This is an optimization exercise on Yosys and OpenROAD, whose aim is small area, a short achievable clock period and few clock cycles, not a production implementation. At most, simulation tests tie the RTL to the original design; equivalence was not proved.

the baseline:
==> flow/design.v <==
`timescale 1ns/1ns
module CPU (input clk, rst,
            input ld_we, input [4:0] ld_addr, input [7:0] ld_data,
            output st_valid, output [4:0] st_addr, output [7:0] st_data);
  reg [7:0] mem [0:31];
  reg [7:0] stk [0:31];
  reg [4:0] pc, pc1;            
  reg       e_pop;              
  reg       e_jz;               
  reg       e_add, e_sub, e_and;
  reg       r_dn, r_up;         
  reg       t_md, t_nmd, t_s1, t_ns1, t_alu, t_nalu, t_ns0, t_s0;   
  reg       u_ns0, u_alu;       
  reg [4:0] ra;                 
  reg       wen;
  reg [4:0] wa;
  reg [7:0] wd;
  wire [7:0] s0 = stk[0];
  wire [7:0] s1 = stk[1];
  wire [7:0] s2 = stk[2];
  wire taken = e_jz & (s0 == 8'd0);
  assign st_valid = e_pop;
  assign st_addr  = wa;
  assign st_data  = wd;
  always @(posedge clk) begin
    if (wen)
      mem[wa] <= wd;
  end
  wire [7:0] fe = mem[{pc1[4:1], 1'b0}];
  wire [7:0] fodd = mem[{pc[4:1], 1'b1}];
  wire [7:0] f0 = pc[0] ? fodd : fe;
  wire [7:0] f1 = pc[0] ? fe : fodd;
  wire hit0 = wen & (wa == pc);
  wire hit1 = wen & (wa == pc1);
  wire [2:0] o0 = f0[7:5];
  wire [2:0] o1 = f1[7:5];
  wire [4:0] a0 = f0[4:0];
  wire [4:0] a1 = f1[4:0];
  wire i0_push = o0 == 3'b100;
  wire i0_pop  = o0 == 3'b101;
  wire i0_not  = o0 == 3'b011;
  wire i0_alu  = ~o0[2] & ~(o0[1] & o0[0]);
  wire i0_jmp  = o0 == 3'b110;
  wire i0_jz   = o0 == 3'b111;
  wire i1_push = o1 == 3'b100;
  wire i1_not  = o1 == 3'b011;
  wire i1_jmp  = o1 == 3'b110;
  wire i1_pop  = o1 == 3'b101;
  wire i1_alu  = ~o1[2] & ~(o1[1] & o1[0]);
  wire hz   = (i0_pop & (a0[4:3] == pc1[4:3])) | hit1;
  wire x0   = i0_pop | i0_alu | i0_not;
  wire p_j  = ~i0_jmp & i1_jmp & ~hz;          
  wire p_p  = x0 & i1_push & ~hz;              
  wire p_n  = (x0 | i0_push) & i1_not & ~hz;   
  wire p_z  = i0_jz & (i1_push | i1_alu | i1_not) & ~hit1;   
  wire same = a0 == a1;                        
  wire pairable = ((x0 & i1_push) | ((x0 | i0_push) & i1_not) | (i0_jz & (i1_push | i1_alu | i1_not)));
  wire [4:0] seq_pc  = i1_jmp ? a1  : pairable ? pc2 : pc1;
  wire [4:0] seq_pc1 = i1_jmp ? a1i : pairable ? pc3 : pc2;
  wire [4:0] npc  = i0_jmp ? a0  : hz ? pc1 : seq_pc;
  wire [4:0] npc1 = i0_jmp ? a0i : hz ? pc2 : seq_pc1;
  wire [4:0] pc2 = pc1 + 5'd1;
  wire [4:0] pc3 = pc1 + 5'd2;
  wire [4:0] a0i = a0 + 5'd1;
  wire [4:0] a1i = a1 + 5'd1;
  always @(posedge clk, posedge rst) begin
    if (rst) begin
      pc  <= 5'd0;
      pc1 <= 5'd1;
      {e_pop, e_jz, r_dn, r_up, u_ns0, u_alu} <= 6'd0;
      {t_md, t_nmd, t_s1, t_ns1, t_alu, t_nalu, t_ns0} <= 7'd0;
      t_s0 <= 1'b1;
    end else if (taken | hit0) begin
      if (taken) begin
        pc  <= wa;
        pc1 <= wa + 5'd1;
      end
      {e_pop, e_jz, r_dn, r_up, u_ns0, u_alu} <= 6'd0;
      {t_md, t_nmd, t_s1, t_ns1, t_alu, t_nalu, t_ns0} <= 7'd0;
      t_s0 <= 1'b1;
    end else begin
      pc  <= npc;
      pc1 <= npc1;
      e_pop  <= i0_pop;
      e_jz   <= i0_jz;
      if (p_z) begin
        r_dn   <= i1_push;
        r_up   <= i1_alu;
        u_ns0  <= 1'b0;
        u_alu  <= 1'b0;
        t_md   <= i1_push;
        t_nmd  <= 1'b0;
        t_s1   <= 1'b0;
        t_ns1  <= 1'b0;
        t_alu  <= i1_alu;
        t_nalu <= 1'b0;
        t_ns0  <= i1_not;
        t_s0   <= 1'b0;
      end else begin
        r_dn   <= i0_push | (i0_not & p_p);
        r_up   <= (i0_pop | i0_alu) & ~p_p;
        u_ns0  <= i0_not & p_p;
        u_alu  <= i0_alu & p_p;
        t_md   <= (i0_push & ~p_n) | (p_p & ~(i0_pop & same));
        t_nmd  <= i0_push & p_n;
        t_s1   <= i0_pop & ~p_p & ~p_n;
        t_ns1  <= i0_pop & p_n;
        t_alu  <= i0_alu & ~p_p & ~p_n;
        t_nalu <= i0_alu & p_n;
        t_ns0  <= i0_not & ~p_p & ~p_n;
        t_s0   <= i0_jmp | i0_jz | (i0_not & p_n) | (p_p & i0_pop & same);
      end
    end
  end
  always @(posedge clk) begin
    e_add <= (p_z ? o1[1:0] : o0[1:0]) == 2'b00;
    e_sub <= (p_z ? o1[1:0] : o0[1:0]) == 2'b01;
    e_and <= (p_z ? o1[1:0] : o0[1:0]) == 2'b10;
    ra    <= (p_p | p_z) ? a1 : a0;
  end
  wire nt = ~taken;
  wire [7:0] md   = mem[ra];
  wire [7:0] sum  = s0 + s1;
  wire [7:0] diff = ~(~s0 + s1);           
  wire [7:0] alu  = ({8{e_add}} & sum) | ({8{e_sub}} & diff) | ({8{e_and}} & (s0 & s1));
  wire [7:0] top_n = ({8{t_md & nt}}   & md)
                   | ({8{t_nmd & nt}}  & ~md)
                   | ({8{t_s1 & nt}}   & s1)
                   | ({8{t_ns1 & nt}}  & ~s1)
                   | ({8{t_alu & nt}}  & alu)
                   | ({8{t_nalu & nt}} & ~alu)
                   | ({8{t_ns0 & nt}}  & ~s0)
                   | ({8{t_s0 | taken}} & s0);
  always @(posedge clk) begin
    wen <= ld_we | (~rst & ~taken & ~hit0 & i0_pop);
    wa  <= ld_we ? ld_addr : a0;
    wd  <= ld_we ? ld_data : top_n;
  end
  integer k;
  always @(posedge clk, posedge rst) begin
    if (rst) begin
      for (k = 0; k < 32; k = k + 1)
        stk[k] <= 8'd0;
    end else begin
      stk[0] <= top_n;
      if (r_dn & nt)
        stk[1] <= u_ns0 ? ~s0 : s0;
      else if (r_up & nt)
        stk[1] <= s2;
      else if (u_alu)
        stk[1] <= alu;
      for (k = 2; k < 32; k = k + 1)
        if (r_dn & nt)
          stk[k] <= stk[k-1];
        else if (r_up & nt)
          stk[k] <= stk[(k+1) % 32];
    end
  end
endmodule
==> flow/config.mk <==
export PLATFORM = sky130hd
export DESIGN_NAME = CPU
export DESIGN_NICKNAME = CPU
export VERILOG_FILES = /design/flow/design.v
export SDC_FILE = /design/flow/constraint.sdc
export NUM_CORES = 4
export LEC_CHECK = 0
export ABC_CLOCK_PERIOD_IN_PS = 2800
export CAP_MARGIN = 20
export CORE_MARGIN = 2
export CORE_UTILIZATION = 60
export CTS_BUF_LIST = sky130_fd_sc_hd__clkbuf_8 sky130_fd_sc_hd__clkbuf_16
export CTS_CLUSTER_DIAMETER = 60
export CTS_CLUSTER_SIZE = 30
export PLACE_DENSITY = 0.7
export SLEW_MARGIN = 20
export SETUP_SLACK_MARGIN = 6.8
export TNS_END_PERCENT = 5
export BUFFER_PORTS_ARGS = -buffer_cell sky130_fd_sc_hd__buf_4
==> flow/constraint.sdc <==
create_clock -name core_clock -period 10.0 [get_ports {clk}]
set_input_delay 2.0000 -clock core_clock [delete_from_list [all_inputs] [get_ports {clk}]]
set_output_delay 2.0000 -clock core_clock [all_outputs]
set_load 0.01 [all_outputs]
standard.sh (not shown) runs the stock make flow with config.mk's settings and CLKGATE_MAP_FILE= SYNTH_SCRIPT=/design/flow/synth_recipe.tcl, a recipe that flattens the netlist after the stock synthesis.
==> flow/flow/run.sh <==
#!/bin/bash
# Standard ORFS layout (the standard.sh, unchanged synthesis), with extra
# settings appended to config.mk: repair_timing aims for a tighter setup slack,
# and the port buffers are plain buffers.
set -e
cat flow/extra.mk >> config.mk
bash standard.sh > standard.log 2>&1
==> flow/flow/extra.mk <==
export SETUP_SLACK_MARGIN = 6.8
export TNS_END_PERCENT = 5
export BUFFER_PORTS_ARGS = -buffer_cell sky130_fd_sc_hd__buf_4
Testbench counts of the baseline, summed over its fixed seeds: cycles 14,781.
For the candidate, these inputs were changed with respect to the baseline:
-- flow/design.v --
<<< the baseline, line 6
  reg [7:0] stk [0:31];
  reg [4:0] pc, pc1;            
  reg       e_pop;              
  reg       e_jz;               
>>> the candidate, line 6
  reg [7:0] stk [0:31];
  reg [4:0] pc, pc1;            
  reg       nj;                 
  reg       e_pop;              
  reg       e_jz;               
<<< the baseline, line 48
  wire i1_pop  = o1 == 3'b101;
  wire i1_alu  = ~o1[2] & ~(o1[1] & o1[0]);
  wire hz   = (i0_pop & (a0[4:3] == pc1[4:3])) | hit1;
  wire x0   = i0_pop | i0_alu | i0_not;
  wire p_j  = ~i0_jmp & i1_jmp & ~hz;          
  wire p_p  = x0 & i1_push & ~hz;              
  wire p_n  = (x0 | i0_push) & i1_not & ~hz;   
  wire p_z  = i0_jz & (i1_push | i1_alu | i1_not) & ~hit1;   
  wire same = a0 == a1;                        
  wire pairable = ((x0 & i1_push) | ((x0 | i0_push) & i1_not) | (i0_jz & (i1_push | i1_alu | i1_not)));
  wire [4:0] seq_pc  = i1_jmp ? a1  : pairable ? pc2 : pc1;
  wire [4:0] seq_pc1 = i1_jmp ? a1i : pairable ? pc3 : pc2;
  wire [4:0] npc  = i0_jmp ? a0  : hz ? pc1 : seq_pc;
  wire [4:0] npc1 = i0_jmp ? a0i : hz ? pc2 : seq_pc1;
  wire [4:0] pc2 = pc1 + 5'd1;
  wire [4:0] pc3 = pc1 + 5'd2;
  wire [4:0] a0i = a0 + 5'd1;
  wire [4:0] a1i = a1 + 5'd1;
  always @(posedge clk, posedge rst) begin
    if (rst) begin
      pc  <= 5'd0;
      pc1 <= 5'd1;
      {e_pop, e_jz, r_dn, r_up, u_ns0, u_alu} <= 6'd0;
      {t_md, t_nmd, t_s1, t_ns1, t_alu, t_nalu, t_ns0} <= 7'd0;
>>> the candidate, line 49
  wire i1_pop  = o1 == 3'b101;
  wire i1_alu  = ~o1[2] & ~(o1[1] & o1[0]);
  wire hz   = (i0_pop & (a0[4:3] == pc1[4:3])) | hit1 | nj;
  wire x0   = i0_pop | i0_alu | i0_not;
  wire p_j  = ~i0_jmp & i1_jmp & ~hz;          
  wire p_p  = x0 & i1_push & ~hz;              
  wire p_n  = (x0 | i0_push) & i1_not & ~hz;   
  wire p_z  = i0_jz & (i1_push | i1_alu | i1_not) & ~hit1 & ~nj;   
  wire same = a0 == a1;                        
  wire pairable = ((x0 & i1_push) | ((x0 | i0_push) & i1_not) | (i0_jz & (i1_push | i1_alu | i1_not)));
  wire [4:0] pc2 = pc1 + 5'd1;
  wire [4:0] pc3 = pc1 + 5'd2;
  wire [3:0] ph  = pc[4:1] + 4'd1;              
  wire [4:0] p1n = nj ? {ph, 1'b0} : pc1;       
  wire [4:0] p2n = nj ? {ph, 1'b1} : pc2;       
  wire [4:0] seq_pc  = i1_jmp ? a1 : pairable ? pc2 : pc1;
  wire [4:0] seq_pc1 = i1_jmp ? {a1[4:1], 1'b1} : pairable ? pc3 : pc2;
  wire [4:0] npc  = i0_jmp ? a0 : hz ? p1n : seq_pc;
  wire [4:0] npc1 = i0_jmp ? {a0[4:1], 1'b1} : hz ? p2n : seq_pc1;
  wire       nnj  = i0_jmp ? a0[0] : ~hz & i1_jmp & a1[0];
  always @(posedge clk, posedge rst) begin
    if (rst) begin
      pc  <= 5'd0;
      pc1 <= 5'd1;
      nj  <= 1'b0;
      {e_pop, e_jz, r_dn, r_up, u_ns0, u_alu} <= 6'd0;
      {t_md, t_nmd, t_s1, t_ns1, t_alu, t_nalu, t_ns0} <= 7'd0;
<<< the baseline, line 74
      if (taken) begin
        pc  <= wa;
        pc1 <= wa + 5'd1;
      end
      {e_pop, e_jz, r_dn, r_up, u_ns0, u_alu} <= 6'd0;
>>> the candidate, line 78
      if (taken) begin
        pc  <= wa;
        pc1 <= {wa[4:1], 1'b1};
        nj  <= wa[0];
      end
      {e_pop, e_jz, r_dn, r_up, u_ns0, u_alu} <= 6'd0;
<<< the baseline, line 82
      pc  <= npc;
      pc1 <= npc1;
      e_pop  <= i0_pop;
      e_jz   <= i0_jz;
>>> the candidate, line 87
      pc  <= npc;
      pc1 <= npc1;
      nj  <= nnj;
      e_pop  <= i0_pop;
      e_jz   <= i0_jz;
## What came out
- The utilization in the candidate sits 0.17 points below the value recorded for the baseline.
- Re buffers plus inverters on the worst setup path: the candidate is 1 down on the baseline.
- Compared with the baseline, in the candidate die outline width rose 0.86%; met2 wire length fell about 6%.
- | post-route standard cell area excluding fillers | the candidate vs the baseline | worse |
- [the candidate vs the baseline] worst hold slack: lower in the candidate
Function not checked in the candidate: the RTL went through the layout flow alone.

[separate check: timing with driven ports]
In the flow no input, the clock included, has a driving cell. The finished layouts below were timed again as built, in two steps.
Step 1 (the two cells are an assumption about what drives the block):
set clk [get_ports {clk}]
set_driving_cell -lib_cell sky130_fd_sc_hd__clkbuf_16 $clk
set_driving_cell -lib_cell sky130_fd_sc_hd__buf_2 [delete_from_list [all_inputs] $clk]
Step 2 also shifts input and output timing later by t, the mid clock arrival at the registers, as if the neighbouring blocks saw the same clock.
a / b / c = ideal / step 1 / step 2; a / b = the first two.
run | t, ns | slack for setup (ns) | worst hold slack (ns) | worst data-port slew with drivers (ns)
the baseline | 0.655 | 6.629 / 6.626 / 6.268 | 0.539 / 0.539 / 0.539 | 0.05
the candidate | 0.651 | 6.577 / 6.577 / 6.447 | 0.497 / 0.497 / 0.497 | 0.05
After both steps every run listed still meets setup and hold. The setup slack of the baseline, which loses most, moves by -0.003 ns with the drivers and by -0.361 ns with both steps. Setup slack includes reset recovery checks.
